Source: an optimization exercise on an open RTL-to-GDS flow (aim: small area and a short achievable clock period). Production flows keep margins and buffers that such runs may drop.
Where RTL was checked, it was by simulation tests only, not by an equivalence proof against the original.
The RTL of runs 1 to 4 was laid out without a check of its function.
Power figures rest on the tool's default switching activity, not on a simulated workload.

<file path="design/flow/design.v">
module TIMER_TOP (
	input  wire        sys_clk,
	input  wire        sys_rst_n,
	input  wire        tim_psel,
	input  wire        tim_write,
	input  wire        tim_penable,
	input  wire [11:0] tim_paddr,
	input  wire [31:0] tim_pwdata,
	output wire [31:0] tim_prdata,
	input  wire [3:0]  tim_pstrb,
	output wire        tim_pready,
	output wire        tim_int,
	input  wire        dbg_mode
);
	reg apb_wait;    
	reg rdy_rd;      
	reg rdy_wr;      
	always @(posedge sys_clk or negedge sys_rst_n) begin
		if (~sys_rst_n) begin
			apb_wait <= 1'b0;
			rdy_rd   <= 1'b0;
			rdy_wr   <= 1'b0;
		end else begin
			apb_wait <= tim_psel & ~tim_penable;
			rdy_rd   <= apb_wait & ~tim_write;
			rdy_wr   <= apb_wait &  tim_write;
		end
	end
	assign tim_pready = rdy_rd | rdy_wr;
	reg sel_tcr, sel_tdr0, sel_tdr1, sel_tcmp0, sel_tcmp1, sel_tier, sel_tisr, sel_thcsr;
	wire addr_hi0 = (tim_paddr[11:5] == 7'd0) & (tim_paddr[1:0] == 2'd0);
	always @(posedge sys_clk) begin
		sel_tcr   <= addr_hi0 & (tim_paddr[4:2] == 3'd0);
		sel_tdr0  <= addr_hi0 & (tim_paddr[4:2] == 3'd1);
		sel_tdr1  <= addr_hi0 & (tim_paddr[4:2] == 3'd2);
		sel_tcmp0 <= addr_hi0 & (tim_paddr[4:2] == 3'd3);
		sel_tcmp1 <= addr_hi0 & (tim_paddr[4:2] == 3'd4);
		sel_tier  <= addr_hi0 & (tim_paddr[4:2] == 3'd5);
		sel_tisr  <= addr_hi0 & (tim_paddr[4:2] == 3'd6);
		sel_thcsr <= addr_hi0 & (tim_paddr[4:2] == 3'd7);
	end
	wire [31:0] wdata = tim_pwdata & {{8{tim_pstrb[3]}}, {8{tim_pstrb[2]}}, {8{tim_pstrb[1]}}, {8{tim_pstrb[0]}}};
	wire we_tcr   = rdy_wr & sel_tcr;
	wire we_tdr0  = rdy_wr & sel_tdr0;
	wire we_tdr1  = rdy_wr & sel_tdr1;
	wire we_tcmp0 = rdy_wr & sel_tcmp0;
	wire we_tcmp1 = rdy_wr & sel_tcmp1;
	wire we_tier  = rdy_wr & sel_tier;
	wire we_tisr  = rdy_wr & sel_tisr;
	wire we_thcsr = rdy_wr & sel_thcsr;
	reg       timer_en;
	reg       div_en;
	reg [3:0] div_val;
	wire tcr_same   = {wdata[11:8], wdata[1]} == {div_val, div_en};
	wire tcr_gt8    = wdata[11] & (|wdata[10:8]);
	wire tcr_en_we  = we_tcr & tcr_same;
	wire tcr_div_we = we_tcr & ~wdata[0] & ~timer_en & ~tcr_gt8;
	always @(posedge sys_clk or negedge sys_rst_n) begin
		if (~sys_rst_n) begin
			timer_en <= 1'b0;
		end else if (tcr_en_we) begin
			timer_en <= wdata[0];
		end
	end
	always @(posedge sys_clk or negedge sys_rst_n) begin
		if (~sys_rst_n) begin
			div_en   <= 1'b0;
			div_val  <= 4'd1;
		end else if (tcr_div_we) begin
			div_en   <= wdata[1];
			div_val  <= wdata[11:8];
		end
	end
	reg int_en, int_st, halt_req;
	wire halt_ack = halt_req & dbg_mode;
	always @(posedge sys_clk or negedge sys_rst_n) begin
		if (~sys_rst_n) begin
			int_en   <= 1'b0;
			halt_req <= 1'b0;
		end else begin
			if (we_tier)  int_en   <= wdata[0];
			if (we_thcsr) halt_req <= wdata[0];
		end
	end
	assign tim_int = int_st & int_en;
	reg [7:0] p;
	reg       p_tc;
	wire [7:1] p_ones;    
	assign p_ones[1] = p[1];
	genvar gi;
	generate
		for (gi = 2; gi < 8; gi = gi + 1) begin : g_pones
			assign p_ones[gi] = p_ones[gi-1] & p[gi];
		end
	endgenerate
	reg p_before_tc;      
	always @(*) begin
		case (div_val)
			4'd1: p_before_tc = ~p[0];
			4'd2: p_before_tc = ~p[0] & p_ones[1];
			4'd3: p_before_tc = ~p[0] & p_ones[2];
			4'd4: p_before_tc = ~p[0] & p_ones[3];
			4'd5: p_before_tc = ~p[0] & p_ones[4];
			4'd6: p_before_tc = ~p[0] & p_ones[5];
			4'd7: p_before_tc = ~p[0] & p_ones[6];
			4'd8: p_before_tc = ~p[0] & p_ones[7];
			default: p_before_tc = 1'b0;
		endcase
	end
	wire div_zero = (div_val == 4'd0);
	always @(posedge sys_clk) begin
		if (~timer_en) begin
			p    <= 8'd0;
			p_tc <= div_zero;
		end else if (~halt_ack) begin
			p    <= p_tc ? 8'd0 : p + 8'd1;
			p_tc <= p_tc ? div_zero : p_before_tc;
		end
	end
	wire cnt_en = timer_en & ~halt_ack & (~div_en | p_tc);
	reg timer_en_d;
	reg [31:0] cnt_lo, cnt_hi;
	wire clr = timer_en_d & ~timer_en;
	wire lo_ones = &cnt_lo;
	always @(posedge sys_clk) begin
		timer_en_d <= timer_en;
	end
	wire [63:0] cnt = {cnt_hi, cnt_lo};
	wire [63:0] ones_below;    
	wire [7:0]  blk_ones;      
	genvar bi, bk;
	generate
		for (bi = 0; bi < 8; bi = bi + 1) begin : g_blk
			assign blk_ones[bi] = &cnt[8*bi+7:8*bi];
			for (bk = 0; bk < 8; bk = bk + 1) begin : g_bit
				if (bi == 0 && bk == 0)
					assign ones_below[0] = 1'b1;
				else if (bk == 0)
					assign ones_below[8*bi] = &blk_ones[bi-1:0];
				else
					assign ones_below[8*bi+bk] = ones_below[8*bi] & (&cnt[8*bi+bk-1:8*bi]);
			end
		end
	endgenerate
	wire [63:0] cnt_inc = cnt ^ ({64{cnt_en}} & ones_below);
	always @(posedge sys_clk or negedge sys_rst_n) begin
		if (~sys_rst_n) begin
			cnt_lo <= 32'd0;
			cnt_hi <= 32'd0;
		end else if (clr) begin
			cnt_lo <= 32'd0;
			cnt_hi <= 32'd0;
		end else begin
			cnt_lo <= we_tdr0 ? wdata : cnt_inc[31:0];
			cnt_hi <= we_tdr1 ? wdata : cnt_inc[63:32];
		end
	end
	reg [31:0] tcmp0_n, tcmp1_n;
	always @(posedge sys_clk or negedge sys_rst_n) begin
		if (~sys_rst_n) begin
			tcmp0_n <= 32'h0;
			tcmp1_n <= 32'h0;
		end else begin
			if (we_tcmp0) tcmp0_n <= ~wdata;
			if (we_tcmp1) tcmp1_n <= ~wdata;
		end
	end
	wire [31:0] tcmp0 = ~tcmp0_n, tcmp1 = ~tcmp1_n;
	wire cmp = ({tcmp1, tcmp0} == {cnt_hi, cnt_lo});
	always @(posedge sys_clk or negedge sys_rst_n) begin
		if (~sys_rst_n) begin
			int_st <= 1'b0;
		end else if (we_tisr & wdata[0]) begin
			int_st <= 1'b0;
		end else if (int_en & cmp) begin
			int_st <= 1'b1;
		end
	end
	assign tim_prdata =
		  ({32{sel_tcr}}   & {20'd0, div_val, 6'd0, div_en, timer_en})
		| ({32{sel_tdr0}}  & cnt_lo)
		| ({32{sel_tdr1}}  & cnt_hi)
		| ({32{sel_tcmp0}} & tcmp0)
		| ({32{sel_tcmp1}} & tcmp1)
		| ({32{sel_tier}}  & {31'd0, int_en})
		| ({32{sel_tisr}}  & {31'd0, int_st})
		| ({32{sel_thcsr}} & {30'd0, halt_ack, halt_req});
endmodule
</file>
<file path="design/flow/flow/run.sh">
#!/bin/bash
set -euo pipefail
export BUFFER_PORTS_ARGS="-buffer_cell sky130_fd_sc_hd__buf_1"
bash standard.sh "BUFFER_PORTS_ARGS=$BUFFER_PORTS_ARGS" finish > standard_flow.log 2>&1
</file>
<file path="design/flow/standard.sh">
#!/bin/bash
# synth_recipe.tcl (not shown) runs the flow's synth.tcl, then flattens the netlist and writes it again
# the make line also repeats each setting of config.mk as NAME=value (left out here)
make -C /OpenROAD-flow-scripts/flow DESIGN_CONFIG=/design/flow/config.mk WORK_HOME=/design/flow/orfs CLKGATE_MAP_FILE= SYNTH_SCRIPT=/design/flow/synth_recipe.tcl "${@:-finish}"
</file>
<file path="design/flow/config.mk">
export PLATFORM = sky130hd
export DESIGN_NAME = TIMER_TOP
export DESIGN_NICKNAME = TIMER_TOP
export VERILOG_FILES = /design/flow/design.v
export SDC_FILE = /design/flow/constraint.sdc
export NUM_CORES = 4
export LEC_CHECK = 0
export CAP_MARGIN = 20
export CORE_MARGIN = 2
export CORE_UTILIZATION = 40
export SETUP_SLACK_MARGIN = 2.8
export SLEW_MARGIN = 20
</file>
<file path="design/flow/constraint.sdc">
create_clock -name core_clock -period 5.5 [get_ports {sys_clk}]
set_input_delay 1.1000 -clock core_clock [delete_from_list [all_inputs] [get_ports {sys_clk}]]
set_output_delay 1.1000 -clock core_clock [all_outputs]
set_load 0.01 [all_outputs]
</file>
==> results of run 1 <==
## worst min path at each step
stage,from,endpoint,slack (ps),cells past startpoint
after global routing,apb_wait$_DFF_PN0_,rdy_wr$_DFF_PN0_,510,1
final,apb_wait$_DFF_PN0_,rdy_wr$_DFF_PN0_,480,1
after floorplan,apb_wait$_DFF_PN0_,rdy_wr$_DFF_PN0_,440,1
after global placement,apb_wait$_DFF_PN0_,rdy_wr$_DFF_PN0_,450,1
after detailed placement,apb_wait$_DFF_PN0_,rdy_wr$_DFF_PN0_,470,1
after CTS,apb_wait$_DFF_PN0_,rdy_wr$_DFF_PN0_,480,1
## metal layers
metal / track usage, % / wire, um
met1: 34.54 / 13000
met2: 39.80 / 14070
met3: 6.201 / 2429
met4: 10.10 / 1102
met5: 0 / 0
## synthesized netlist by cell type, drive strengths merged (8+ instances only)
cell type,instances
buf,18
a21oi,76
a22oi,32
nand2,56
clkbuf,71
xnor2,68
nor3,21
and3,14
nand3,24
xor2,48
nand2b,8
nor4,25
and2,16
nand4,28
o21ai,32
inv,13
o221ai,27
a211oi,53
dfxtp,17
a31oi,54
dfrtp,139
nor2,83
## worst max-delay path: cells and delay by family
kind	cells	cell delay (ps)
buffers and inverters	2	250
AND/OR/NAND/NOR	2	260
AO/OA/AOI/OAI	1	230
## layout make-up
class	count	area, um^2	area share [%]
flip-flops and latches	158	3891	35.95
repair buffers	128	877.1	8.103
multi-input cells	735	5080	46.93
clock inverters	11	83.83	0.7745
clock buffers	21	483.0	4.462
inverters	13	58.81	0.5433
well taps	280	350.3	3.237
## power by group through the flow
stage          registers (mW)  clock network (mW)  logic, mW
6_report                 1.24                1.15      0.172
3_5_place_dp             1.26                   0      0.169
5_1_grt                  1.24                1.21      0.190
2_1_floorplan            1.23                   0      0.106
3_3_place_gp             1.26                   0      0.168
4_1_cts                  1.24                1.16      0.171
## state kept, by name, indices dropped and copies added, names as in the netlist, 4 cells and up
register and count:
cnt_hi 32, cnt_lo 32, tcmp0_n 32, tcmp1_n 32, p 8, div_val 4
## timing repair
action,in CTS,in global routing
buffers inserted,11,8
pin swaps,9,18
gates cloned,5,6
endpoints found under the setup margin,54,65
gates resized for setup,48,39
hold buffers,0,0
## cell families (layout without fill, tap and decap cells)
logic type	count (synthesis)	in the layout	synth area share [%]
AOI/OAI and AO/OA	306	306	22.58
and+or+nand+nor	302	305	17.57
DFF	158	158	42.97
xor gates and xnor gates	116	116	11.27
buffers and inverters	102	173	4.593
muxes	6	6	0.7492
adders and majority gates	2	2	0.2775
==> results.txt, run 1 <==
- RSZ-0062 raised after global routing: yes
- Maximum fanout along the worst path: 3
- Post-route worst setup slack: 2544 ps
- Initial antenna violation count: 0
- PD cells: 236.8 mW/mm^2
- Maximum number of pins on one net before global-route repair: 96
- Synth cell types: 57
- Area after DPL: 0.009547 mm^2
- Die ar.: 0.02376 mm^2
- Root Driver: clkbuf_16
- Logic gate share of total power: 6.7%
- Net Count, Synth: 1048
- # placed instances: 1284
- Post-synth EDFFs: 1
- Power Internal: 1.886 mW
- Synth Warn #: 1
- Reg2reg start: cnt_lo[24]$_DFF_PN0_
- Die H: 154.1 um
- H-tree depth: 4
- Vias: 8363
- Die width: 154.1 um
- Post-synth top flop: dfrtp_1
- # fillers: 2078
- Final Hold Vio Count: 0
- Run status: timing/DRC/antenna clean
- Synthesized flop and latch total: 158
- Hpwl dp: 19.37 mm
- Critical-path cell list: buf_6, and2_4, a222oi_1, nand2_1, buf_2
- Number of vias per cell: 6.213
- Clk network pwr share: 44.9%
- WS Path Type: primary input to primary output
- Pins Over Slew Limit: 0
- R2r setup slk: 2870 ps
- Fmax: 338.3 MHz
- Seq pwr share: 48.4%
- Top cells by area, synth: dfrtp_1 39%, xnor2_1 6.6%, xor2_1 4.7%, a21oi_1 4.2%, a211oi_1 4.2%
- Minimum hold slack: 476.5 ps
- IO Port Bufs: 87
- Proportion of netlist area held by the largest area contributor: 38.57%
- Routed wire length: 30.60 mm
- Detailed-route DRC error count: 0
- Final worst path period need: 2956 ps
- Slowest-stage cell, CP: a222oi_1
- Synthesized instance count: 992
- Register area share after synthesis: 42.97%
- Syn avg cell area: 9.090 um^2
- Tot Pwr: 2.563 mW
- Worst vdd ir: 0.1478 mV
- Avg WL per Cell: 22.73 um
- Final Cycle Share: 53.75%
- DR pass1 iterations: 5
- Fraction of registers with async set/reset: 88.61%
- Most common cell after layout, fill and taps aside: dfrtp_1
- Post-route cell area: 0.01082 mm^2
- Worst R2R Path Depth: 6
- Max Cap Viol: 0
- ANT cells: 0
- Worst Setup SP: dbg_mode
- Layout cells sized above 1: 14.82%
- Gr usage total: 25.62%
- Clk sinks: 158
- Final setup vio count: 0
- Sw Ratio: 26.42%
- Detailed Route Iter0 Violations: 870
- Total clock buffers created by CTS: 17
- ANT nets after route: 0
- First-pass GRT wire length: 46.75 mm
- Remaining Overflow, GRT: 0
- Layout area overhead: 20.04%
- Post-synth top area cell: dfrtp_1
- Rel. slew slack: 46.56%
- NetSw: 677.0 uW
- Initial Util: 41.07%
- HP Class: flop to flop
- Most frequent cells in the layout: 138 x dfrtp_1, 83 x nor2_1, 76 x a21oi_1
- Setup TNS: 0 ps
- Clk latency of the worst-skew pair: 450 ps
- CP Capture Point: tim_prdata[1]
- TritonCTS clock tree: built
- Slew of the pin with the lowest slew margin: 799.4 ps
- Worst Setup Start Kind: primary input
- Critical path's largest stage delay: 230 ps
- Clk slew on worst S/H paths: 60 ps
- Gpl congestion: 0.8883
- Mapped Area: 0.009017 mm^2
- Finished Layout Cells: 1346
- Crit path required time: 4400 ps
- Setup WS pre-CTS: 2134 ps
- Clock Tree Buf Depth: 2
- Row count: 54
- IO Pins: 88
- Critical R2R Capture: cnt_hi[13]$_DFF_PN0_
- WP data arrival: 1860 ps
- Endpoint type of the worst setup path: primary output
- Core Box Area: 0.02196 mm^2
- Vias in the first global route: 7852
- Fin util: 49.29%
- Pleak: 4.103 nW
- Clk_skew: 14.96 ps
- Final nets: 1109
==> inputs of run 2 (changes only) <==
--- a/design/flow/config.mk
+++ b/design/flow/config.mk
@@ -8,5 +8,5 @@
 export CAP_MARGIN = 20
 export CORE_MARGIN = 2
 export CORE_UTILIZATION = 40
-export SETUP_SLACK_MARGIN = 2.8
+export CTS_BUF_LIST = sky130_fd_sc_hd__clkbuf_8
 export SLEW_MARGIN = 20
==> run 2 against run 1 <==
  * Setup slack got worse by 360 ps
  * Highest routed layer unchanged
  * Design area is 9.1% lower
  * Still clean
  * Synthesized cell count unchanged
==> results.txt, run 2 <==
- Synthesized flop and latch total: 158 (unchanged)
- PD cells: 230.2 mW/mm^2 (was 236.8 mW/mm^2)
- Initial Util: 41.07% (unchanged)
- Met2 wire len: 12.90 mm (was 14.07 mm)
- Gr usage total: 24.80% (was 25.62%)
- Commonest cells in the netlist: 139 x dfrtp_1, 83 x nor2_1, 76 x a21oi_1 (unchanged)
- Synth cell types: 57 (unchanged)
- CP Buf/Inv Count: 3 (was 2)
- Clock Tree Buf Depth: 2 (unchanged)
- Layout cells sized above 1: 7.239% (was 14.82%)
- Min-delay src: apb_wait$_DFF_PN0_ (unchanged)
- Worst vdd ir: 0.1274 mV (was 0.1478 mV)
- Number of vias per cell: 6.034 (was 6.213)
- Post-CTS setup buffer count: 0 (was 11)
- TritonCTS clock tree: built (unchanged)
- Remaining Overflow, GRT: 0 (unchanged)
- Fraction of registers with async set/reset: 88.61% (unchanged)
- ANT nets after route: 0 (unchanged)
- Slowest-stage cell, CP: buf_4 (was a222oi_1)
- Worst R2R Path Depth: 6 (unchanged)
- Initial antenna violation count: 0 (unchanged)
- Pleak: 3.499 nW (was 4.103 nW)
- Post-synth EDFFs: 1 (unchanged)
- Pins Over Slew Limit: 0 (unchanged)
- ANT cells: 0 (unchanged)
- CTS Hold Buffers Added: 0 (unchanged)
- M1 WL: 13.29 mm (was 13.00 mm)
- Worst Setup Start Kind: flop (was primary input)
- Fmax: 301.1 MHz (was 338.3 MHz)
- HP Class: flop to flop (unchanged)
- Maximum fanout along the worst path: 21 (was 3)
- Core Box Area: 0.02196 mm^2 (unchanged)
- Hold path depth: 1 (unchanged)
- Clk slew on worst S/H paths: 100 ps (was 60 ps)
- Post-synth top flop: dfrtp_1 (unchanged)
- Critical path's largest stage delay: 390 ps (was 230 ps)
- Minimum hold slack: 481.2 ps (was 476.5 ps)
- Max Cap Viol: 0 (unchanged)
- Most common cell after layout, fill and taps aside: dfrtp_1 (unchanged)
- First-pass GRT wire length: 45.86 mm (was 46.75 mm)
- Mapped Area: 0.009017 mm^2 (unchanged)
- RSZ-0062 raised after global routing: no (was yes)
- Total clock buffers created by CTS: 17 (unchanged)
- Final nets: 1079 (was 1109)
- Tot Pwr: 2.264 mW (was 2.563 mW)
- R2r setup slk: 2650 ps (was 2870 ps)
- Cts repair resizes: 0 (was 48)
- Top cells by area, synth: dfrtp_1 39%, xnor2_1 6.6%, xor2_1 4.7%, a21oi_1 4.2%, a211oi_1 4.2% (unchanged)
- Detailed-route DRC error count: 0 (unchanged)
- Layout area overhead: 9.074% (was 20.04%)
- Hpwl dp: 19.73 mm (was 19.37 mm)
- Die width: 154.1 um (unchanged)
- IO Pins: 88 (unchanged)
- Row count: 54 (unchanged)
- H-tree depth: 4 (unchanged)
- Final Hold Vio Count: 0 (unchanged)
- Crit path required time: 4400 ps (about the same)
- Maximum number of pins on one net before global-route repair: 75 (was 96)
- Syn avg cell area: 9.090 um^2 (unchanged)
- Critical R2R Capture: cnt_hi[11]$_DFF_PN0_ (was cnt_hi[13]$_DFF_PN0_)
- Final Cycle Share: 60.37% (was 53.75%)
- WP data arrival: 2220 ps (was 1860 ps)
- Synthesized instance count: 992 (unchanged)
- Area after DPL: 0.009467 mm^2 (was 0.009547 mm^2)
- Synth Warn #: 1 (unchanged)
- Rel. slew slack: 33.58% (was 46.56%)
- Clk latency of the worst-skew pair: 470 ps (was 450 ps)
- Endpoint type of the worst setup path: primary output (unchanged)
- Gpl congestion: 0.9235 (was 0.8883)
- Clk_skew: 14.23 ps (was 14.96 ps)
- Run status: timing/DRC/antenna clean (unchanged)
- Avg WL per Cell: 21.80 um (was 22.73 um)
- Most numerous cell in the Yosys netlist: dfrtp_1 (unchanged)
- Final worst path period need: 3321 ps (was 2956 ps)
- Final setup vio count: 0 (unchanged)
- Post-route cell area: 0.009836 mm^2 (was 0.01082 mm^2)
- Routed wire length: 28.68 mm (was 30.60 mm)
- Proportion of netlist area held by the largest area contributor: 38.57% (unchanged)
- Post-synth top area cell: dfrtp_1 (unchanged)
- IO Port Bufs: 87 (unchanged)
- Vias: 7941 (was 8363)
- Met3 wire len: 1.868 mm (was 2.429 mm)
- Register area share after synthesis: 42.97% (unchanged)
- Top delay family on crit path: buffers and inverters (was simple AND/OR/NAND/NOR gates)
- Setup TNS: 0 ps (unchanged)
- DR pass1 iterations: 5 (unchanged)
- Hold Path End: rdy_wr$_DFF_PN0_ (unchanged)
- WS Path Type: flop to primary output (was primary input to primary output)
- Reg2reg start: timer_en$_DFFE_PN0P_ (was cnt_lo[24]$_DFF_PN0_)
- Most frequent cells in the layout: 139 x dfrtp_1, 86 x buf_1, 83 x nor2_1 (was 138 x dfrtp_1, 83 x nor2_1, 76 x a21oi_1)
- Vias in the first global route: 7582 (was 7852)
- Root Driver: clkbuf_8 (was clkbuf_16)
- Net Count, Synth: 1048 (unchanged)
- Critical-path cell list: inv_1, buf_4, o21ai_0, a221oi_1, nand2_1, buf_1 (was buf_6, and2_4, a222oi_1, nand2_1, buf_2)
- Die ar.: 0.02376 mm^2 (unchanged)
- # fillers: 2145 (was 2078)
- Detailed Route Iter0 Violations: 780 (was 870)
- Slew of the pin with the lowest slew margin: 996.3 ps (was 799.4 ps)
- Highest routed layer: met4 (unchanged)
- Die H: 154.1 um (unchanged)
- Clk sinks: 158 (unchanged)
## run 2: cells by family (layout without fill, tap and decap cells)
family / count (synthesis) / after routing / synth area share [%]
AO/OA/AOI/OAI: 306 / 306 / 22.58
buffers and inverters: 102 / 146 / 4.593
adder cells (fa/ha/maj): 2 / 2 / 0.2775
AND/OR/NAND/NOR: 302 / 302 / 17.57
flip-flops: 158 / 158 / 42.97
XOR/XNOR: 116 / 116 / 11.27
multiplexers: 6 / 6 / 0.7492
## run 2: metal layers
layer / track usage, % / up-vias
li1: - / 3732
met1: 36.27 / 3898
met2: 37.11 / 275
met3: 5.158 / 36
met4: 6.943 / 0
met5: 0 / -
## run 2: metrics by stage
stage	std cells	worst slack [ps]	utilization (%)
after floorplan	992	2281	-
after global placement	1284	2118	43.11
after detailed placement	1284	2081	43.11
after CTS	1316	2128	44.79
after global routing	1316	2006	44.79
final	1316	2179	44.79
## run 2: cell type report
| cell class | count | area (um^2) | share of cell area [%] |
|---|---|---|---|
| tap | 280 | 350.3 | 3.562 |
| timing repair buffer | 101 | 447.9 | 4.554 |
| clock buffer | 17 | 234.0 | 2.379 |
| clock inverter | 15 | 135.1 | 1.374 |
| multi-input combinational | 732 | 4743 | 48.23 |
| sequential | 158 | 3876 | 39.41 |
| inverter | 13 | 48.80 | 0.4961 |
## run 2: worst register-to-register path, stage by stage, from the launching register on
cell	delay [ps]
dfrtp_1	730
nand2_1	110
or4b_4	630
or3_4	580
nor4_1	380
xnor2_1	110
a211oi_1	230
## run 2: worst max-delay path by stage
stage,startpoint,depth (start not counted),slack [ps],end
finish,sel_tcmp0$_DFF_P_,6,2180,tim_prdata[0]
global route,sel_tcmp0$_DFF_P_,6,2010,tim_prdata[0]
CTS,sel_tcmp0$_DFF_P_,6,2130,tim_prdata[0]
detailed placement,dbg_mode,7,2080,cnt_hi[11]$_DFF_PN0_
global placement,dbg_mode,7,2120,cnt_hi[11]$_DFF_PN0_
floorplan,dbg_mode,9,2280,cnt_hi[10]$_DFF_PN0_
## run 2: report_power, final
group	leakage, nW	switching (mW)	internal, mW
clock network	0.187	0.492	0.363
registers	1.70	0.0533	1.19
logic	1.61	0.103	0.0665
==> inputs of run 3 (changes only) <==
--- a/design/flow/design.v
+++ b/design/flow/design.v
@@ -176,13 +176,35 @@
 			int_st <= 1'b1;
 		end
 	end
-	assign tim_prdata =
-		  ({32{sel_tcr}}   & {20'd0, div_val, 6'd0, div_en, timer_en})
-		| ({32{sel_tdr0}}  & cnt_lo)
-		| ({32{sel_tdr1}}  & cnt_hi)
-		| ({32{sel_tcmp0}} & tcmp0)
-		| ({32{sel_tcmp1}} & tcmp1)
-		| ({32{sel_tier}}  & {31'd0, int_en})
-		| ({32{sel_tisr}}  & {31'd0, int_st})
-		| ({32{sel_thcsr}} & {30'd0, halt_ack, halt_req});
+	wire [3:0] addr_sel_d;    
+	assign addr_sel_d[0] = addr_hi0 & (tim_paddr[4:2] == 3'd0);
+	assign addr_sel_d[1] = addr_hi0 & (tim_paddr[4:2] == 3'd1);
+	assign addr_sel_d[2] = addr_hi0 & (tim_paddr[4:2] == 3'd2);
+	assign addr_sel_d[3] = addr_hi0 & (tim_paddr[4:2] == 3'd7);
+	wire sel_tcmp0_d = addr_hi0 & (tim_paddr[4:2] == 3'd3);
+	wire sel_tcmp1_d = addr_hi0 & (tim_paddr[4:2] == 3'd4);
+	wire cnt1_nw  = ~clr & cnt_inc[1];
+	wire cnt33_nw = ~clr & cnt_inc[33];
+	reg rd1_q, rd1_halt_q;
+	always @(posedge sys_clk) begin
+		rd1_q <= (addr_sel_d[0] & div_en) | (addr_sel_d[1] & cnt1_nw) | (addr_sel_d[2] & cnt33_nw)
+		       | (sel_tcmp0_d & ~tcmp0_n[1]) | (sel_tcmp1_d & ~tcmp1_n[1]);
+		rd1_halt_q <= addr_sel_d[3] & halt_req;
+	end
+	assign tim_prdata[31:2] =
+		  ({30{sel_tcr}}   & {20'd0, div_val, 6'd0})
+		| ({30{sel_tdr0}}  & cnt_lo[31:2])
+		| ({30{sel_tdr1}}  & cnt_hi[31:2])
+		| ({30{sel_tcmp0}} & tcmp0[31:2])
+		| ({30{sel_tcmp1}} & tcmp1[31:2]);
+	assign tim_prdata[1] = rd1_q | (rd1_halt_q & dbg_mode);
+	assign tim_prdata[0] =
+		  (sel_tcr   & timer_en)
+		| (sel_tdr0  & cnt_lo[0])
+		| (sel_tdr1  & cnt_hi[0])
+		| (sel_tcmp0 & tcmp0[0])
+		| (sel_tcmp1 & tcmp1[0])
+		| (sel_tier  & int_en)
+		| (sel_tisr  & int_st)
+		| (sel_thcsr & halt_req);
 endmodule
--- a/design/flow/config.mk
+++ b/design/flow/config.mk
@@ -9,4 +9,5 @@
 export CORE_MARGIN = 2
 export CORE_UTILIZATION = 40
 export CTS_BUF_LIST = sky130_fd_sc_hd__clkbuf_8
+export SETUP_SLACK_MARGIN = 0
 export SLEW_MARGIN = 20
==> run 3 against run 2 <==
  * Die area grew 0.71%
  * Synthesized cell count grew 1.9%
  * Core utilization shrank 0.53 points
  * Sequential share of layout area is essentially flat
  * Largest cell class unchanged
  * Count of clock-buffer cells in the layout grew 1
  * Non-clock buffer count is the same
  * Sequential cell count grew 2
  * Via count grew 1.5%
  * Register-to-register slack lost 80 ps
  * Critical endpoint is now tim_prdata[10]
  * Hold slack gained 5.9 ps
  * Global-route usage grew 0.33 points
==> results.txt, run 3 <==
- Run status: timing/DRC/antenna clean (unchanged)
- Min-delay src: apb_wait$_DFF_PN0_ (unchanged)
- WS Path Type: flop to primary output (unchanged)
- Die H: 154.7 um (was 154.1 um)
- H-tree depth: 4 (unchanged)
- Vias: 8061 (was 7941)
- Post-route worst setup slack: 2020 ps (was 2179 ps)
- Fin util: 44.26% (was 44.79%)
- Mapped Area: 0.009084 mm^2 (was 0.009017 mm^2)
- Layout cells sized above 1: 6.723% (was 7.239%)
- Maximum number of pins on one net before global-route repair: 66 (was 75)
- Clk latency of the worst-skew pair: 480 ps (was 470 ps)
- Routed wire length: 29.27 mm (was 28.68 mm)
- Root Driver: clkbuf_8 (unchanged)
- Most common cell after layout, fill and taps aside: dfrtp_1 (unchanged)
- Final nets: 1099 (was 1079)
- Setup TNS: 0 ps (unchanged)
- Crit path required time: 4400 ps (about the same)
- WP data arrival: 2380 ps (was 2220 ps)
- Layout area overhead: 9.311% (was 9.074%)
- Pleak: 3.451 nW (was 3.499 nW)
- Final Cycle Share: 63.28% (was 60.37%)
- Clk slew on worst S/H paths: 90 ps (was 100 ps)
- TritonCTS clock tree: built (unchanged)
- Final setup vio count: 0 (unchanged)
- M1 WL: 13.01 mm (was 13.29 mm)
- Rel. slew slack: 38.11% (was 33.58%)
- Die width: 154.7 um (was 154.1 um)
- Hold path depth: 1 (unchanged)
- PD cells: 231.3 mW/mm^2 (was 230.2 mW/mm^2)
- Net Count, Synth: 1067 (was 1048)
- ANT cells: 0 (unchanged)
- ANT nets after route: 0 (unchanged)
- Initial antenna violation count: 0 (unchanged)
- Remaining Overflow, GRT: 0 (unchanged)
- Highest routed layer: met4 (unchanged)
- Worst vdd ir: 0.1244 mV (was 0.1274 mV)
- # placed instances: 1308 (was 1284)
- Slew of the pin with the lowest slew margin: 928.4 ps (was 996.3 ps)
- Detailed-route DRC error count: 0 (unchanged)
- Post-synth top flop: dfrtp_1 (unchanged)
- Setup WS pre-CTS: 2102 ps (was 2081 ps)
- Synthesized flop and latch total: 160 (was 158)
- Commonest cells in the netlist: 139 x dfrtp_1, 95 x nor2_1, 80 x a21oi_1 (was 139 x dfrtp_1, 83 x nor2_1, 76 x a21oi_1)
- Detailed Route Iter0 Violations: 629 (was 780)
- Number of vias per cell: 6.011 (was 6.034)
- Syn avg cell area: 8.985 um^2 (was 9.090 um^2)
- Max Cap Viol: 0 (unchanged)
- Hold Path End: rdy_wr$_DFF_PN0_ (unchanged)
- Post-synth EDFFs: 1 (unchanged)
- Worst R2R Path Depth: 7 (was 6)
- Row count: 55 (was 54)
- CTS Hold Buffers Added: 0 (unchanged)
- Die ar.: 0.02393 mm^2 (was 0.02376 mm^2)
- Critical R2R Capture: cnt_hi[25]$_DFF_PN0_ (was cnt_hi[11]$_DFF_PN0_)
- Gpl congestion: 0.9576 (was 0.9235)
- Avg WL per Cell: 21.83 um (was 21.80 um)
- Vias in the first global route: 7882 (was 7582)
- Fraction of registers with async set/reset: 87.50% (was 88.61%)
- Cts repair resizes: 0 (unchanged)
- Most numerous cell in the Yosys netlist: dfrtp_1 (unchanged)
- Clock Tree Buf Depth: 2 (unchanged)
- Met2 wire len: 13.44 mm (was 12.90 mm)
- Post-synth top area cell: dfrtp_1 (unchanged)
- Endpoint type of the worst setup path: primary output (unchanged)
- First-pass GRT wire length: 46.28 mm (was 45.86 mm)
- IO Pins: 88 (unchanged)
- Proportion of netlist area held by the largest area contributor: 38.29% (was 38.57%)
- Gr usage total: 25.13% (was 24.80%)
- Worst Setup Start Kind: flop (unchanged)
- Total clock buffers created by CTS: 17 (unchanged)
- DR pass1 iterations: 5 (unchanged)
- Core Box Area: 0.02243 mm^2 (was 0.02196 mm^2)
- # fillers: 2260 (was 2145)
- Clk sinks: 160 (was 158)
- Final Hold Vio Count: 0 (unchanged)
- Finished Layout Cells: 1341 (was 1316)
- Final worst path period need: 3480 ps (was 3321 ps)
- Initial Util: 40.49% (was 41.07%)
- Met3 wire len: 2.047 mm (was 1.868 mm)
- Post-CTS setup buffer count: 0 (unchanged)
- HP Class: flop to flop (unchanged)
- Most frequent cells in the layout: 139 x dfrtp_1, 95 x nor2_1, 86 x buf_1 (was 139 x dfrtp_1, 86 x buf_1, 83 x nor2_1)
- Top cells by area, synth: dfrtp_1 38%, xnor2_1 6.8%, a21oi_1 4.4%, a211oi_1 4.2%, dfxtp_1 4.2% (was dfrtp_1 39%, xnor2_1 6.6%, xor2_1 4.7%, a21oi_1 4.2%, a211oi_1 4.2%)
- Fmax: 287.3 MHz (was 301.1 MHz)
- Hpwl dp: 20.25 mm (was 19.73 mm)
- Clk_skew: 18.58 ps (was 14.23 ps)
- Pins Over Slew Limit: 0 (unchanged)
- Register area share after synthesis: 43.10% (was 42.97%)
- Synth cell types: 63 (was 57)
- Synth Warn #: 1 (unchanged)
- Synthesized instance count: 1011 (was 992)
- RSZ-0062 raised after global routing: no (unchanged)
- IO Port Bufs: 87 (unchanged)
- Reg2reg start: cnt_lo[2]$_DFF_PN0_ (was timer_en$_DFFE_PN0P_)
- Maximum fanout along the worst path: 16 (was 21)
- R2r setup slk: 2570 ps (was 2650 ps)
[run 3: changes by cell type after synthesis, sizes merged, moves of 4 or more]
cell / delta
or3: -4
and3: -4
nor4: +5
buf: +8
clkbuf: -9
nand4: -4
inv: +8
nor2: +12
xor2: -6
a21oi: +4
[run 3: final cells by class]
class / count / area [um^2] / share of cell area [%]
tap: 285 / 356.6 / 3.591
clock buffer: 18 / 247.7 / 2.495
inverter: 21 / 78.83 / 0.7939
sequential: 160 / 3918 / 39.45
clock inverter: 14 / 135.1 / 1.361
timing repair buffer: 101 / 446.7 / 4.498
multi-input combinational: 742 / 4747 / 47.81
[run 3: kinds of logic after synthesis]
family | Yosys count | share of synthesized area [%]
XOR/XNOR | 113 | 10.90
flip-flops | 160 | 43.10
buffers and inverters | 109 | 4.807
AND/OR/NAND/NOR | 310 | 17.56
adder cells (fa/ha/maj) | 2 | 0.2754
multiplexers | 7 | 0.8539
AO/OA/AOI/OAI | 310 | 22.51
[run 3: metrics by stage]
step	cell area, um^2	power (mW)	hold WS [ps]
2_1_floorplan	9084	1.353	444.8
3_3_place_gp	9520	1.440	460.3
3_5_place_dp	9532	1.442	474.0
4_1_cts	9915	2.308	493.4
5_1_grt	9930	2.377	496.6
6_report	9930	2.297	487.1
[run 3: critical path: stages (launching register included)]
cell and delay (ps):
dfxtp_1 340, inv_1 540, buf_4 380, o22ai_1 150
a211o_1 340, buf_1 140
[run 3: per-layer routing]
metal  up-vias  GRT usage (%)
li1       3785              -
met4         0          8.289
met5         -              0
met2       284          39.60
met3        46          5.912
met1      3946          34.23
[run 3: worst max path at each step]
stage	startpoint	to	slack, ps	cells after the start
after floorplan	dbg_mode	cnt_hi[19]$_DFF_PN0_	2880	8
after global placement	dbg_mode	cnt_hi[3]$_DFF_PN0_	1770	7
after detailed placement	dbg_mode	cnt_hi[25]$_DFF_PN0_	2100	8
after CTS	sel_tcmp0$_DFF_P_	tim_prdata[10]	2020	5
after global routing	sel_tcmp0$_DFF_P_	tim_prdata[10]	1940	5
final	sel_tcmp0$_DFF_P_	tim_prdata[10]	2020	5
[run 3: power by group]
part / switching, mW / total (mW) / internal [mW]
combinational: 0.102 / 0.167 / 0.0652
sequential: 0.0523 / 1.25 / 1.20
clock: 0.500 / 0.877 / 0.377
==> inputs of run 4 (changes only) <==
--- a/design/flow/config.mk
+++ b/design/flow/config.mk
@@ -9,5 +9,5 @@
 export CORE_MARGIN = 2
 export CORE_UTILIZATION = 40
 export CTS_BUF_LIST = sky130_fd_sc_hd__clkbuf_8
-export SETUP_SLACK_MARGIN = 0
+export SETUP_SLACK_MARGIN = 2.9
 export SLEW_MARGIN = 20
==> run 4 against run 3 <==
  * Global-route usage rose by 1.9 points
  * Critical path depth grew 2
  * Clock skew rose by 6.1 ps
  * Critical path type unchanged
  * Maximum frequency grew 20%
  * Largest cell class unchanged
==> results.txt, run 4 <==
- Run status: timing/DRC/antenna clean (unchanged)
- Final nets: 1141 (was 1099)
- Register area share after synthesis: 43.10% (unchanged)
- Final setup vio count: 0 (unchanged)
- Synth cell types: 63 (unchanged)
- Maximum fanout along the worst path: 7 (was 16)
- Avg WL per Cell: 23.07 um (was 21.83 um)
- Number of vias per cell: 6.219 (was 6.011)
- Worst Setup Start Kind: flop (unchanged)
- Clock Tree Buf Depth: 2 (unchanged)
- Minimum hold slack: 492.3 ps (was 487.1 ps)
- TritonCTS clock tree: built (unchanged)
- Gr usage total: 27.04% (was 25.13%)
- Synthesized flop and latch total: 160 (unchanged)
- Post-route worst setup slack: 2607 ps (was 2020 ps)
- Clk latency of the worst-skew pair: 480 ps (about the same)
- Max Cap Viol: 0 (unchanged)
- Routed wire length: 31.91 mm (was 29.27 mm)
- Die width: 154.7 um (unchanged)
- Core Box Area: 0.02243 mm^2 (unchanged)
- Post-synth EDFFs: 1 (unchanged)
- Total clock buffers created by CTS: 17 (unchanged)
- Critical path's largest stage delay: 370 ps (was 540 ps)
- Final Hold Vio Count: 0 (unchanged)
- Post-synth top flop: dfrtp_1 (unchanged)
- Clk_skew: 24.68 ps (was 18.58 ps)
- Clk sinks: 160 (unchanged)
- WP data arrival: 1790 ps (was 2380 ps)
- Vias: 8601 (was 8061)
- Setup WS pre-CTS: 2006 ps (was 2102 ps)
- Layout area overhead: 22.96% (was 9.311%)
- Endpoint type of the worst setup path: primary output (unchanged)
- Pins Over Slew Limit: 0 (unchanged)
- RSZ-0062 raised after global routing: yes (was no)
- IO Pins: 88 (unchanged)
- CP Buf/Inv Count: 5 (was 3)
- Critical R2R Capture: cnt_hi[18]$_DFF_PN0_ (was cnt_hi[25]$_DFF_PN0_)
- ANT nets after route: 0 (unchanged)
- Die H: 154.7 um (unchanged)
- HP Class: flop to flop (unchanged)
- Most frequent cells in the layout: 130 x dfrtp_1, 95 x nor2_1, 80 x a21oi_1 (was 139 x dfrtp_1, 95 x nor2_1, 86 x buf_1)
- Most common cell after layout, fill and taps aside: dfrtp_1 (unchanged)
- Detailed Route Iter0 Violations: 780 (was 629)
- Vias in the first global route: 8082 (was 7882)
- Setup TNS: 0 ps (unchanged)
- Area after DPL: 0.009535 mm^2 (was 0.009532 mm^2)
- Post-synth top area cell: dfrtp_1 (unchanged)
- Mapped Area: 0.009084 mm^2 (unchanged)
- Post-route cell area: 0.01117 mm^2 (was 0.009930 mm^2)
- R2r setup slk: 2940 ps (was 2570 ps)
- Fraction of registers with async set/reset: 87.50% (unchanged)
- Clk slew on worst S/H paths: 90 ps (about the same)
- Top delay family on crit path: buffers and inverters (unchanged)
- Layout cells sized above 1: 20.13% (was 6.723%)
- Tot Pwr: 2.325 mW (was 2.297 mW)
- Remaining Overflow, GRT: 0 (unchanged)
- Hold path depth: 1 (unchanged)
- CTS Hold Buffers Added: 0 (unchanged)
- Initial antenna violation count: 0 (unchanged)
- Gpl congestion: 0.9535 (was 0.9576)
- Hpwl dp: 20.62 mm (was 20.25 mm)
- Final worst path period need: 2893 ps (was 3480 ps)
- Most numerous cell in the Yosys netlist: dfrtp_1 (unchanged)
- IO Port Bufs: 87 (unchanged)
- Top cells by area, synth: dfrtp_1 38%, xnor2_1 6.8%, a21oi_1 4.4%, a211oi_1 4.2%, dfxtp_1 4.2% (unchanged)
- Synth Warn #: 1 (unchanged)
- Final Cycle Share: 52.61% (was 63.28%)
- WS Path Type: flop to primary output (unchanged)
- Commonest cells in the netlist: 139 x dfrtp_1, 95 x nor2_1, 80 x a21oi_1 (unchanged)
- Fin util: 49.79% (was 44.26%)
- Rel. slew slack: 41.90% (was 38.11%)
- Syn avg cell area: 8.985 um^2 (unchanged)
- Worst vdd ir: 0.1482 mV (was 0.1244 mV)
- Pleak: 3.987 nW (was 3.451 nW)
- PD cells: 208.2 mW/mm^2 (was 231.3 mW/mm^2)
- Finished Layout Cells: 1383 (was 1341)
- Die ar.: 0.02393 mm^2 (unchanged)
- Initial Util: 40.49% (unchanged)
- # fillers: 2089 (was 2260)
- Reg2reg start: cnt_lo[16]$_DFF_PN0_ (was cnt_lo[2]$_DFF_PN0_)
- First-pass GRT wire length: 49.50 mm (was 46.28 mm)
- Fmax: 345.6 MHz (was 287.3 MHz)
- CP most frequent cell: buf_12
- Row count: 55 (unchanged)
- Area of the multi-input gates: 0.005231 mm^2 (was 0.004747 mm^2)
- # placed instances: 1308 (unchanged)
- Crit path required time: 4400 ps (about the same)
- Detailed-route DRC error count: 0 (unchanged)
- ANT cells: 0 (unchanged)
- Maximum number of pins on one net before global-route repair: 63 (was 66)
- Slowest-stage cell, CP: dfxtp_2 (was inv_1)
- Worst R2R Path Depth: 6 (was 7)
- Flip-flop and latch area: 0.003936 mm^2 (was 0.003918 mm^2)
- H-tree depth: 4 (unchanged)
- Proportion of netlist area held by the largest area contributor: 38.29% (unchanged)
- Synthesized instance count: 1011 (unchanged)
- DR pass1 iterations: 6 (was 5)
- Slew of the pin with the lowest slew margin: 871.6 ps (was 928.4 ps)
- Hold Path End: rdy_wr$_DFF_PN0_ (unchanged)
- Critical-path cell list: clkinvlp_4, buf_12, buf_12, buf_12, o22ai_2, a211o_1, buf_2 (was inv_1, buf_4, o22ai_1, a211o_1, buf_1)
- Root Driver: clkbuf_8 (unchanged)
- Net Count, Synth: 1067 (unchanged)
- Min-delay src: apb_wait$_DFF_PN0_ (unchanged)
run 4: cell counts after synthesis:
No cell type changed its count.
run 4: cell families after synthesis:
group | Yosys count | synth area share, %
compound gates | 310 | 22.51
xor+xnor | 113 | 10.90
fa+ha+maj | 2 | 0.2754
buf+inv | 109 | 4.807
flops | 160 | 43.10
mux | 7 | 0.8539
simple gates | 310 | 17.56
run 4: where the power goes:
| part | switching (mW) | internal, mW |
|---|---|---|
| registers | 0.0542 | 1.20 |
| logic | 0.106 | 0.0661 |
| clock network | 0.495 | 0.403 |
run 4: area by class of cell:
type	count	area share [%]
repair buffers	143	10.41
clock inverters	12	1.098
well taps	285	3.193
clock buffers	20	2.464
flip-flops and latches	160	35.24
multi-input cells	742	46.84
inverters	21	0.7617
run 4: worst register-to-register path, cell delays in order, from the launching register on:
cell and delay [ps]:
dfrtp_1 560, and4_1 270, and4_1 460, nand4_1 450, nor4_1 410, xnor2_1 100, a211oi_1 230
run 4: how the worst max path moves through the flow:
stage	from	end	slack (ps)	cells after the start
4_1_cts	sel_tcmp0$_DFF_P_	tim_prdata[8]	2620	6
2_1_floorplan	dbg_mode	cnt_lo[8]$_DFF_PN0_	2930	7
6_report	sel_tcmp0$_DFF_P_	tim_prdata[9]	2610	7
5_1_grt	sel_tcmp0$_DFF_P_	tim_prdata[9]	2580	7
3_5_place_dp	dbg_mode	cnt_hi[23]$_DFF_PN0_	2010	8
3_3_place_gp	dbg_mode	cnt_hi[4]$_DFF_PN0_	1760	7
run 4: per-layer routing:
metal | GRT usage [%] | vias up | wire (um)
met4 | 8.377 | 0 | 719
li1 | - | 3899 | -
met5 | 0 | - | 0
met1 | 37.66 | 4240 | 13840
met3 | 4.819 | 46 | 2398
met2 | 43.05 | 416 | 14940
run 4: repair_timing:
item                       in CTS  in global routing
cloned                          5                  0
setup endpoints to repair      61                 61
pin swaps                      30                 18
setup buffers                  35                  3
gates resized for setup       112                 51
==> inputs of run 5 (changes only) <==
--- a/design/flow/design.v
+++ b/design/flow/design.v
@@ -29,16 +29,6 @@
 	assign tim_pready = rdy_rd | rdy_wr;
 	reg sel_tcr, sel_tdr0, sel_tdr1, sel_tcmp0, sel_tcmp1, sel_tier, sel_tisr, sel_thcsr;
 	wire addr_hi0 = (tim_paddr[11:5] == 7'd0) & (tim_paddr[1:0] == 2'd0);
-	always @(posedge sys_clk) begin
-		sel_tcr   <= addr_hi0 & (tim_paddr[4:2] == 3'd0);
-		sel_tdr0  <= addr_hi0 & (tim_paddr[4:2] == 3'd1);
-		sel_tdr1  <= addr_hi0 & (tim_paddr[4:2] == 3'd2);
-		sel_tcmp0 <= addr_hi0 & (tim_paddr[4:2] == 3'd3);
-		sel_tcmp1 <= addr_hi0 & (tim_paddr[4:2] == 3'd4);
-		sel_tier  <= addr_hi0 & (tim_paddr[4:2] == 3'd5);
-		sel_tisr  <= addr_hi0 & (tim_paddr[4:2] == 3'd6);
-		sel_thcsr <= addr_hi0 & (tim_paddr[4:2] == 3'd7);
-	end
 	wire [31:0] wdata = tim_pwdata & {{8{tim_pstrb[3]}}, {8{tim_pstrb[2]}}, {8{tim_pstrb[1]}}, {8{tim_pstrb[0]}}};
 	wire we_tcr   = rdy_wr & sel_tcr;
 	wire we_tdr0  = rdy_wr & sel_tdr0;
@@ -118,6 +108,16 @@
 		end
 	end
 	wire cnt_en = timer_en & ~halt_ack & (~div_en | p_tc);
+	always @(posedge sys_clk) begin
+		sel_tcr   <= sel_tcr_d;
+		sel_tdr0  <= sel_tdr0_d;
+		sel_tdr1  <= sel_tdr1_d;
+		sel_tcmp0 <= sel_tcmp0_d;
+		sel_tcmp1 <= sel_tcmp1_d;
+		sel_tier  <= sel_tier_d;
+		sel_tisr  <= sel_tisr_d;
+		sel_thcsr <= sel_thcsr_d;
+	end
 	reg timer_en_d;
 	reg [31:0] cnt_lo, cnt_hi;
 	wire clr = timer_en_d & ~timer_en;
@@ -176,35 +176,28 @@
 			int_st <= 1'b1;
 		end
 	end
-	wire [3:0] addr_sel_d;    
-	assign addr_sel_d[0] = addr_hi0 & (tim_paddr[4:2] == 3'd0);
-	assign addr_sel_d[1] = addr_hi0 & (tim_paddr[4:2] == 3'd1);
-	assign addr_sel_d[2] = addr_hi0 & (tim_paddr[4:2] == 3'd2);
-	assign addr_sel_d[3] = addr_hi0 & (tim_paddr[4:2] == 3'd7);
+	wire sel_tcr_d   = addr_hi0 & (tim_paddr[4:2] == 3'd0);
+	wire sel_tdr0_d  = addr_hi0 & (tim_paddr[4:2] == 3'd1);
+	wire sel_tdr1_d  = addr_hi0 & (tim_paddr[4:2] == 3'd2);
 	wire sel_tcmp0_d = addr_hi0 & (tim_paddr[4:2] == 3'd3);
 	wire sel_tcmp1_d = addr_hi0 & (tim_paddr[4:2] == 3'd4);
-	wire cnt1_nw  = ~clr & cnt_inc[1];
-	wire cnt33_nw = ~clr & cnt_inc[33];
-	reg rd1_q, rd1_halt_q;
-	always @(posedge sys_clk) begin
-		rd1_q <= (addr_sel_d[0] & div_en) | (addr_sel_d[1] & cnt1_nw) | (addr_sel_d[2] & cnt33_nw)
-		       | (sel_tcmp0_d & ~tcmp0_n[1]) | (sel_tcmp1_d & ~tcmp1_n[1]);
-		rd1_halt_q <= addr_sel_d[3] & halt_req;
-	end
-	assign tim_prdata[31:2] =
-		  ({30{sel_tcr}}   & {20'd0, div_val, 6'd0})
-		| ({30{sel_tdr0}}  & cnt_lo[31:2])
-		| ({30{sel_tdr1}}  & cnt_hi[31:2])
-		| ({30{sel_tcmp0}} & tcmp0[31:2])
-		| ({30{sel_tcmp1}} & tcmp1[31:2]);
-	assign tim_prdata[1] = rd1_q | (rd1_halt_q & dbg_mode);
-	assign tim_prdata[0] =
-		  (sel_tcr   & timer_en)
-		| (sel_tdr0  & cnt_lo[0])
-		| (sel_tdr1  & cnt_hi[0])
-		| (sel_tcmp0 & tcmp0[0])
-		| (sel_tcmp1 & tcmp1[0])
-		| (sel_tier  & int_en)
-		| (sel_tisr  & int_st)
-		| (sel_thcsr & halt_req);
+	wire sel_tier_d  = addr_hi0 & (tim_paddr[4:2] == 3'd5);
+	wire sel_tisr_d  = addr_hi0 & (tim_paddr[4:2] == 3'd6);
+	wire sel_thcsr_d = addr_hi0 & (tim_paddr[4:2] == 3'd7);
+	wire int_st_nw   = int_st | (int_en & cmp);
+	reg [31:0] rd_q;
+	reg        rd_halt_q;
+	always @(posedge sys_clk) begin
+		rd_q <=
+			  ({32{sel_tcr_d}}   & {20'd0, div_val, 6'd0, div_en, timer_en})
+			| ({32{sel_tdr0_d}}  & cnt_inc[31:0])
+			| ({32{sel_tdr1_d}}  & cnt_inc[63:32])
+			| ({32{sel_tcmp0_d}} & ~tcmp0_n)
+			| ({32{sel_tcmp1_d}} & ~tcmp1_n)
+			| ({32{sel_tier_d}}  & {31'd0, int_en})
+			| ({32{sel_tisr_d}}  & {31'd0, int_st_nw})
+			| ({32{sel_thcsr_d}} & {31'd0, halt_req});
+		rd_halt_q <= sel_thcsr_d & halt_req;
+	end
+	assign tim_prdata = {rd_q[31:2], rd_q[1] | (rd_halt_q & dbg_mode), rd_q[0]};
 endmodule
--- a/design/flow/config.mk
+++ b/design/flow/config.mk
@@ -9,5 +9,5 @@
 export CORE_MARGIN = 2
 export CORE_UTILIZATION = 40
 export CTS_BUF_LIST = sky130_fd_sc_hd__clkbuf_8
-export SETUP_SLACK_MARGIN = 2.9
+export SETUP_SLACK_MARGIN = 0
 export SLEW_MARGIN = 20
==> run 5 against run 4 <==
  * Still clean
  * Combinational power rose by 5%
  * Setup slack got worse by 240 ps
  * Total power up 16%
  * Count of clock-buffer cells in the layout down 3
  * Design area down 3.1%
  * Die area rose by 11%
  * Hold slack got worse by 1.3 ps
  * Non-clock buffer count is 41 lower
  * Sequential cell count grew 31
  * Critical endpoint is now cnt_hi[26]$_DFF_PN0_
==> results.txt, run 5 <==
- Run status: timing/DRC/antenna clean (unchanged)
- Most frequent cells in the layout: 139 x dfrtp_1, 95 x nor2_1, 86 x buf_1 (was 130 x dfrtp_1, 95 x nor2_1, 80 x a21oi_1)
- Routed wire length: 31.14 mm (was 31.91 mm)
- # fillers: 2500 (was 2089)
- IO Port Bufs: 87 (unchanged)
- RSZ-0062 raised after global routing: no (was yes)
- Syn avg cell area: 9.215 um^2 (was 8.985 um^2)
- Post-CTS setup buffer count: 0 (was 35)
- Maximum number of pins on one net before global-route repair: 78 (was 63)
- Cts repair resizes: 0 (was 112)
- Commonest cells in the netlist: 139 x dfrtp_1, 95 x nor2_1, 76 x a21oi_1 (was 139 x dfrtp_1, 95 x nor2_1, 80 x a21oi_1)
- GR peak layer: met2 (unchanged)
- Proportion of netlist area held by the largest area contributor: 34.50% (was 38.29%)
- IO Pins: 88 (unchanged)
- Worst vdd ir: 0.1097 mV (was 0.1482 mV)
- Initial antenna violation count: 0 (unchanged)
- Setup TNS: 0 ps (unchanged)
- Layout cells sized above 1: 6.637% (was 20.13%)
- DR pass1 iterations: 5 (was 6)
- Detailed Route Iter0 Violations: 916 (was 780)
- Area after DPL: 0.01039 mm^2 (was 0.009535 mm^2)
- Post-synth top flop: dfrtp_1 (unchanged)
- Core Box Area: 0.02496 mm^2 (was 0.02243 mm^2)
- Gr usage total: 23.62% (was 27.04%)
- Fmax: 319.3 MHz (was 345.6 MHz)
- Final Hold Vio Count: 0 (unchanged)
- Endpoint type of the worst setup path: flop (was primary output)
- Remaining Overflow, GRT: 0 (unchanged)
- Vias in the first global route: 8059 (was 8082)
- HP Class: flop to flop (unchanged)
- Final Cycle Share: 56.94% (was 52.61%)
- H-tree depth: 4 (unchanged)
- Post-route cell area: 0.01083 mm^2 (was 0.01117 mm^2)
- Vias: 8619 (was 8601)
- Row count: 58 (was 55)
- Root Driver: clkbuf_8 (unchanged)
- Final worst path period need: 3132 ps (was 2893 ps)
- TritonCTS clock tree: built (unchanged)
- GRT met2 Usage: 35.42% (was 43.05%)
- Finished Layout Cells: 1445 (was 1383)
- Post-synth top area cell: dfrtp_1 (unchanged)
- Layout area overhead: 7.410% (was 22.96%)
- Mapped Area: 0.01008 mm^2 (was 0.009084 mm^2)
- Most numerous cell in the Yosys netlist: dfrtp_1 (unchanged)
- Register area share after synthesis: 44.99% (was 43.10%)
- Pins Over Slew Limit: 0 (unchanged)
- Net Count, Synth: 1150 (was 1067)
- Die ar.: 0.02649 mm^2 (was 0.02393 mm^2)
- Gpl congestion: 0.8954 (was 0.9535)
- Post-synth EDFFs: 1 (unchanged)
- Synth Warn #: 1 (unchanged)
- Clk_skew: 20.22 ps (was 24.68 ps)
- Most common cell after layout, fill and taps aside: dfrtp_1 (unchanged)
- WS Path Type: primary input to flop (was flop to primary output)
- Clk sinks: 191 (was 160)
- Clk slew on worst S/H paths: 100 ps (was 90 ps)
- Die width: 162.8 um (was 154.7 um)
- ANT nets after route: 0 (unchanged)
- Avg WL per Cell: 21.55 um (was 23.07 um)
- Total clock buffers created by CTS: 17 (unchanged)
- Die H: 162.8 um (was 154.7 um)
- Maximum fanout along the worst path: 13 (was 7)
- Detailed-route DRC error count: 0 (unchanged)
- CTS Hold Buffers Added: 0 (unchanged)
- Final nets: 1158 (was 1141)
- Worst Setup Start Kind: primary input (was flop)
- Crit path required time: 5890 ps (was 4400 ps)
- First-pass GRT wire length: 47.83 mm (was 49.50 mm)
- Max Cap Viol: 0 (unchanged)
- Initial Util: 40.38% (was 40.49%)
- PD cells: 248.1 mW/mm^2 (was 208.2 mW/mm^2)
- ANT cells: 0 (unchanged)
- Synthesized instance count: 1094 (was 1011)
- Rel. slew slack: 35.00% (was 41.90%)
- Slew of the pin with the lowest slew margin: 975.0 ps (was 871.6 ps)
- Fraction of registers with async set/reset: 73.30% (was 87.50%)
- Slowest-stage cell, CP: or4b_1 (was dfxtp_2)
- WP data arrival: 3520 ps (was 1790 ps)
- Critical-path cell list: buf_1, nand2_2, nand4_1, or4b_1, nor4_1, xnor2_1, a211oi_1 (was clkinvlp_4, buf_12, buf_12, buf_12, o22ai_2, a211o_1, buf_2)
- Synthesized flop and latch total: 191 (was 160)
- Final setup vio count: 0 (unchanged)
- Hpwl dp: 21.08 mm (was 20.62 mm)
- Minimum hold slack: 490.9 ps (was 492.3 ps)
- # placed instances: 1413 (was 1308)
- Synth cell types: 67 (was 63)
- Top cells by area, synth: dfrtp_1 35%, dfxtp_1 9.9%, xor2_1 6.2%, xnor2_1 4.4%, a31oi_1 3.9% (was dfrtp_1 38%, xnor2_1 6.8%, a21oi_1 4.4%, a211oi_1 4.2%, dfxtp_1 4.2%)
- Pleak: 3.884 nW (was 3.987 nW)
- Global Route met3 Usage: 4.762% (was 4.819%)
- Clk latency of the worst-skew pair: 490 ps (was 480 ps)
- Clock Tree Buf Depth: 2 (unchanged)
- Number of vias per cell: 5.965 (was 6.219)
- Met1 Resource Use GR: 34.61% (was 37.66%)
- Critical path's largest stage delay: 930 ps (was 370 ps)
## run 5: cell count changes after synthesis, moves of 18 or more
| cell | delta |
|---|---|
| buf_4 | +28 |
| nand4_1 | +18 |
| dfxtp_1 | +31 |
| xor2_1 | +29 |
| xnor2_1 | -20 |
| a22oi_1 | -28 |
## run 5: final timing paths
path                                      startpoint                 endpoint  slack, ps  depth (start not counted)
min in group asynchronous                  sys_rst_n  tcmp0_n[27]$_DFFE_PN0P_        770                          1
worst min register to register    apb_wait$_DFF_PN0_         rdy_wr$_DFF_PN0_        490                          1
max in group asynchronous                  sys_rst_n     cnt_lo[11]$_DFF_PN0_       3760                          2
worst max-delay path                        dbg_mode     cnt_hi[26]$_DFF_PN0_       2370                          7
worst min-delay path              apb_wait$_DFF_PN0_         rdy_wr$_DFF_PN0_        490                          1
worst max register to register  timer_en$_DFFE_PN0P_     cnt_hi[26]$_DFF_PN0_       2530                          5
## run 5: logic make-up after synthesis
| logic type | after synthesis | share of synthesized area (%) |
|---|---|---|
| and+or+nand+nor | 345 | 17.79 |
| AOI/OAI and AO/OA | 300 | 19.46 |
| DFF | 191 | 44.99 |
| buffers and inverters | 130 | 6.466 |
| xor gates and xnor gates | 122 | 10.60 |
| muxes | 4 | 0.4468 |
| adders and majority gates | 2 | 0.2482 |
## run 5: final cells by class
type	instances	area [um^2]	share of cell area (%)
clock buffers	17	234.0	2.161
clock inverters	15	205.2	1.895
inverters	17	63.81	0.5893
multi-input cells	773	4921	45.45
flip-flops and latches	191	4536	41.89
well taps	330	412.9	3.813
repair buffers	102	455.4	4.206
## run 5: report_power, final
group / total [mW] / switching [mW] / internal [mW]
clock: 1.04 / 0.570 / 0.467
sequential: 1.47 / 0.0444 / 1.42
combinational: 0.180 / 0.118 / 0.0619
## run 5: routing by layer
| metal | up-vias | routed length, um |
|---|---|---|
| li1 | 3982 | - |
| met1 | 4232 | 14640 |
| met2 | 369 | 13600 |
| met3 | 36 | 2292 |
| met4 | 0 | 606 |
| met5 | - | 0 |
## run 5: per-stage QoR
| stage | power, mW | util [%] | setup slack, ps |
|---|---|---|---|
| CTS | 2.704 | 43.37 | 2453 |
| floorplan | 1.583 | - | 2612 |
| global route | 2.785 | 43.37 | 2242 |
| detailed placement | 1.674 | 41.61 | 1963 |
| finish | 2.686 | 43.37 | 2368 |
| global placement | 1.673 | 41.61 | 1991 |
## run 5: worst max-delay path: cells and delay by family
kind                      cells  cell delay, ps
AOI/OAI and AO/OA             1             260
xor gates and xnor gates      1             150
buffers and inverters         1             100
and+or+nand+nor               4            1890
==> inputs of run 6 (changes only) <==
--- a/design/flow/config.mk
+++ b/design/flow/config.mk
@@ -9,5 +9,5 @@
 export CORE_MARGIN = 2
 export CORE_UTILIZATION = 40
 export CTS_BUF_LIST = sky130_fd_sc_hd__clkbuf_8
-export SETUP_SLACK_MARGIN = 0
+export SETUP_SLACK_MARGIN = 2.9
 export SLEW_MARGIN = 20
==> run 6 against run 5 <==
  * Still clean
  * Combinational power up 5%
  * Sequential share of layout area down 0.98 points
  * Design area up 2.7%
  * Synthesized area unchanged
  * Synthesized cell count unchanged
  * Global-route usage up 0.83 points
  * Die area unchanged
  * Total power down 2.6%
  * Clock power down 8%
  * Highest routed layer unchanged
==> results.txt, run 6 <==
- Layout area overhead: 10.28% (was 7.410%)
- Rel. slew slack: 33.59% (was 35.00%)
- Final Hold Vio Count: 0 (unchanged)
- Final Cycle Share: 47.30% (was 56.94%)
- First-pass GRT wire length: 49.54 mm (was 47.83 mm)
- Commonest cells in the netlist: 139 x dfrtp_1, 95 x nor2_1, 76 x a21oi_1 (unchanged)
- PD cells: 235.4 mW/mm^2 (was 248.1 mW/mm^2)
- Sw Ratio: 26.80% (was 27.26%)
- Run status: timing/DRC/antenna clean (unchanged)
- Maximum number of pins on one net before global-route repair: 66 (was 78)
- Syn avg cell area: 9.215 um^2 (unchanged)
- Die ar.: 0.02649 mm^2 (unchanged)
- Avg WL per Cell: 21.90 um (was 21.55 um)
- Mapped Area: 0.01008 mm^2 (unchanged)
- Register area share after synthesis: 44.99% (unchanged)
- Post-synth top flop: dfrtp_1 (unchanged)
- Remaining Overflow, GRT: 0 (unchanged)
- Setup TNS: 0 ps (unchanged)
- Top cells by area, synth: dfrtp_1 35%, dfxtp_1 9.9%, xor2_1 6.2%, xnor2_1 4.4%, a31oi_1 3.9% (unchanged)
- Worst R2R Path Depth: 6 (was 5)
- Layout cells sized above 1: 10.92% (was 6.637%)
- DR pass1 iterations: 5 (unchanged)
- Root Driver: clkbuf_8 (unchanged)
- Synth Warn #: 1 (unchanged)
- Gpl congestion: 0.8797 (was 0.8954)
- Detailed-route DRC error count: 0 (unchanged)
- Synth cell types: 67 (unchanged)
- Fin util: 44.53% (was 43.37%)
- Pins Over Slew Limit: 0 (unchanged)
- Highest routed layer: met4 (unchanged)
- Final setup vio count: 0 (unchanged)
- Fraction of registers with async set/reset: 73.30% (unchanged)
- WP data arrival: 2980 ps (was 3520 ps)
- WS Path Type: flop to flop (was primary input to flop)
- Met3 wire len: 2.805 mm (was 2.292 mm)
- Vias in the first global route: 8081 (was 8059)
- Synthesized instance count: 1094 (unchanged)
- Die width: 162.8 um (unchanged)
- Vias: 8739 (was 8619)
- Crit path required time: 5880 ps (was 5890 ps)
- Synthesized flop and latch total: 191 (unchanged)
- H-tree depth: 4 (unchanged)
- Clk network pwr share: 36.7% (was 38.6%)
- Die H: 162.8 um (unchanged)
- Routed wire length: 32.10 mm (was 31.14 mm)
- Clk_skew: 27.98 ps (was 20.22 ps)
- Final worst path period need: 2601 ps (was 3132 ps)
- Final nets: 1179 (was 1158)
- Maximum fanout along the worst path: 6 (was 13)
- Core Box Area: 0.02496 mm^2 (unchanged)
- # fillers: 2488 (was 2500)
- Tot Pwr: 2.616 mW (was 2.686 mW)
- RSZ-0062 raised after global routing: yes (was no)
- Total clock buffers created by CTS: 17 (unchanged)
- Seq pwr share: 56.1% (was 54.7%)
- NetSw: 701.1 uW (was 732.3 uW)
- Most common cell after layout, fill and taps aside: dfrtp_1 (unchanged)
- Post-synth top area cell: dfrtp_1 (unchanged)
- Initial antenna violation count: 0 (unchanged)
- Most numerous cell in the Yosys netlist: dfrtp_1 (unchanged)
- Gr usage total: 24.45% (was 23.62%)
- Clk slew on worst S/H paths: 100 ps (about the same)
- TritonCTS clock tree: built (unchanged)
- Post-synth EDFFs: 1 (unchanged)
- Number of vias per cell: 5.961 (was 5.965)
- M1 WL: 14.64 mm (about the same)
- Endpoint type of the worst setup path: flop (unchanged)
- IO Port Bufs: 87 (unchanged)
- Logic gate share of total power: 7.2% (was 6.7%)
- Clock Tree Buf Depth: 2 (unchanged)
- Slew of the pin with the lowest slew margin: 987.1 ps (was 975.0 ps)
- Met2 wire len: 13.99 mm (was 13.60 mm)
- ANT nets after route: 0 (unchanged)
- Clk sinks: 191 (unchanged)
- Max Cap Viol: 0 (unchanged)
- Proportion of netlist area held by the largest area contributor: 34.50% (unchanged)
- Clk latency of the worst-skew pair: 490 ps (about the same)
- Most frequent cells in the layout: 129 x dfrtp_1, 95 x nor2_1, 83 x buf_1 (was 139 x dfrtp_1, 95 x nor2_1, 86 x buf_1)
- Pleak: 4.045 nW (was 3.884 nW)
- Fmax: 384.4 MHz (was 319.3 MHz)
- Hpwl dp: 22.01 mm (was 21.08 mm)
- ANT cells: 0 (unchanged)
- Worst vdd ir: 0.1107 mV (was 0.1097 mV)
- Initial Util: 40.38% (unchanged)
- IO Pins: 88 (unchanged)
- Hold path depth: 1 (unchanged)
- HP Class: flop to flop (unchanged)
- Power Internal: 1.915 mW (was 1.954 mW)
- Worst Setup Start Kind: flop (was primary input)
- Detailed Route Iter0 Violations: 1103 (was 916)
- Row count: 58 (unchanged)
- Net Count, Synth: 1150 (unchanged)
run 6: kinds of logic after synthesis:
family                     share of synthesized area [%]
xor gates and xnor gates                           10.60
adders and majority gates                         0.2482
and+or+nand+nor                                    17.79
DFF                                                44.99
buffers and inverters                              6.466
AOI/OAI and AO/OA                                  19.46
muxes                                             0.4468
run 6: area by class of cell:
class | count | area, um^2 | share of cell area, %
Clock inverter | 10 | 100.1 | 0.9004
Multi-Input combinational cell | 773 | 5059 | 45.50
Tap cell | 330 | 412.9 | 3.714
Timing Repair Buffer | 123 | 626.9 | 5.639
Inverter | 17 | 67.56 | 0.6078
Sequential cell | 191 | 4548 | 40.91
Clock buffer | 22 | 302.8 | 2.724
run 6: what timing repair did:
| action | in CTS | in global routing |
|---|---|---|
| setup endpoints to repair | 75 | 41 |
| hold buffers | 0 | 0 |
| pin swaps | 6 | 4 |
| setup buffers | 13 | 8 |
| gates resized for setup | 18 | 14 |
run 6: routing by layer:
metal	GRT usage [%]	vias up
met5	0	-
li1	-	4016
met1	36.53	4256
met3	4.813	50
met4	6.074	0
met2	36.27	417
run 6: per-stage QoR:
step                      hold slack (ps)  area, um^2  setup WS, ps  cells
after global placement              449.7       10430          1950   1413
after global routing                503.0       11120          2827   1466
final                               480.0       11120          2899   1466
after floorplan                     430.6       10160          2835   1094
after CTS                           484.5       11000          2871   1458
after detailed placement            458.1       10430          1936   1413
run 6: worst paths after layout:
kind                            slack, ps                       to                 start
max in group asynchronous            3590     cnt_lo[11]$_DFF_PN0_             sys_rst_n
worst max-delay path                 2900          rd_q[0]$_DFF_P_  cnt_lo[14]$_DFF_PN0_
worst min-delay path                  480         rdy_wr$_DFF_PN0_    apb_wait$_DFF_PN0_
min in group asynchronous             770  tcmp1_n[29]$_DFFE_PN0P_             sys_rst_n
worst min register to register        480         rdy_wr$_DFF_PN0_    apb_wait$_DFF_PN0_
worst max register to register       2900          rd_q[0]$_DFF_P_  cnt_lo[14]$_DFF_PN0_
run 6: power groups by stage:
stage               Clock (mW)  Sequential, mW  Combinational [mW]
CTS                      0.972            1.47               0.187
detailed placement           0            1.50               0.178
floorplan                    0            1.48               0.104
global route              1.04            1.47               0.208
finish                   0.960            1.47               0.189
global placement             0            1.50               0.177
run 6: critical path: stages (launching register included):
cell      delay, ps
dfrtp_1         430
nand4_1         210
or4_4           500
or4_4           640
xor2_1          240
nor2_1           80
a2111o_1        390

## what the ideal ports hide
In the flow no input, the clock included, has a driving cell. The finished layouts below were timed again as built, in two steps.
Step 1 sets driving cells, clkbuf_16 on the clock port and buf_2 on the other inputs (assumed; they add their load-dependent delay and slew).
Step 2, shift: input delay + t, output delay - t, t = (earliest + latest rising clock arrival at the registers) / 2. This alone moves slack from input paths to output paths.
Three values: ideal ports, drivers, drivers and shift; two values: the first two.
run | shift t [ns] | slack for setup (ns)
run 1 | 0.491 | 2.544 / 2.512 / 2.319
run 2 | 0.512 | 2.179 / 2.133 / 2.067
run 3 | 0.512 | 2.020 / 1.977 / 2.060
run 4 | 0.516 | 2.607 / 2.560 / 2.535
run 5 | 0.521 | 2.368 / 2.388 / 1.867
run 6 | 0.521 | 2.899 / 2.891 / 2.428
After both steps every run listed still meets setup and hold.
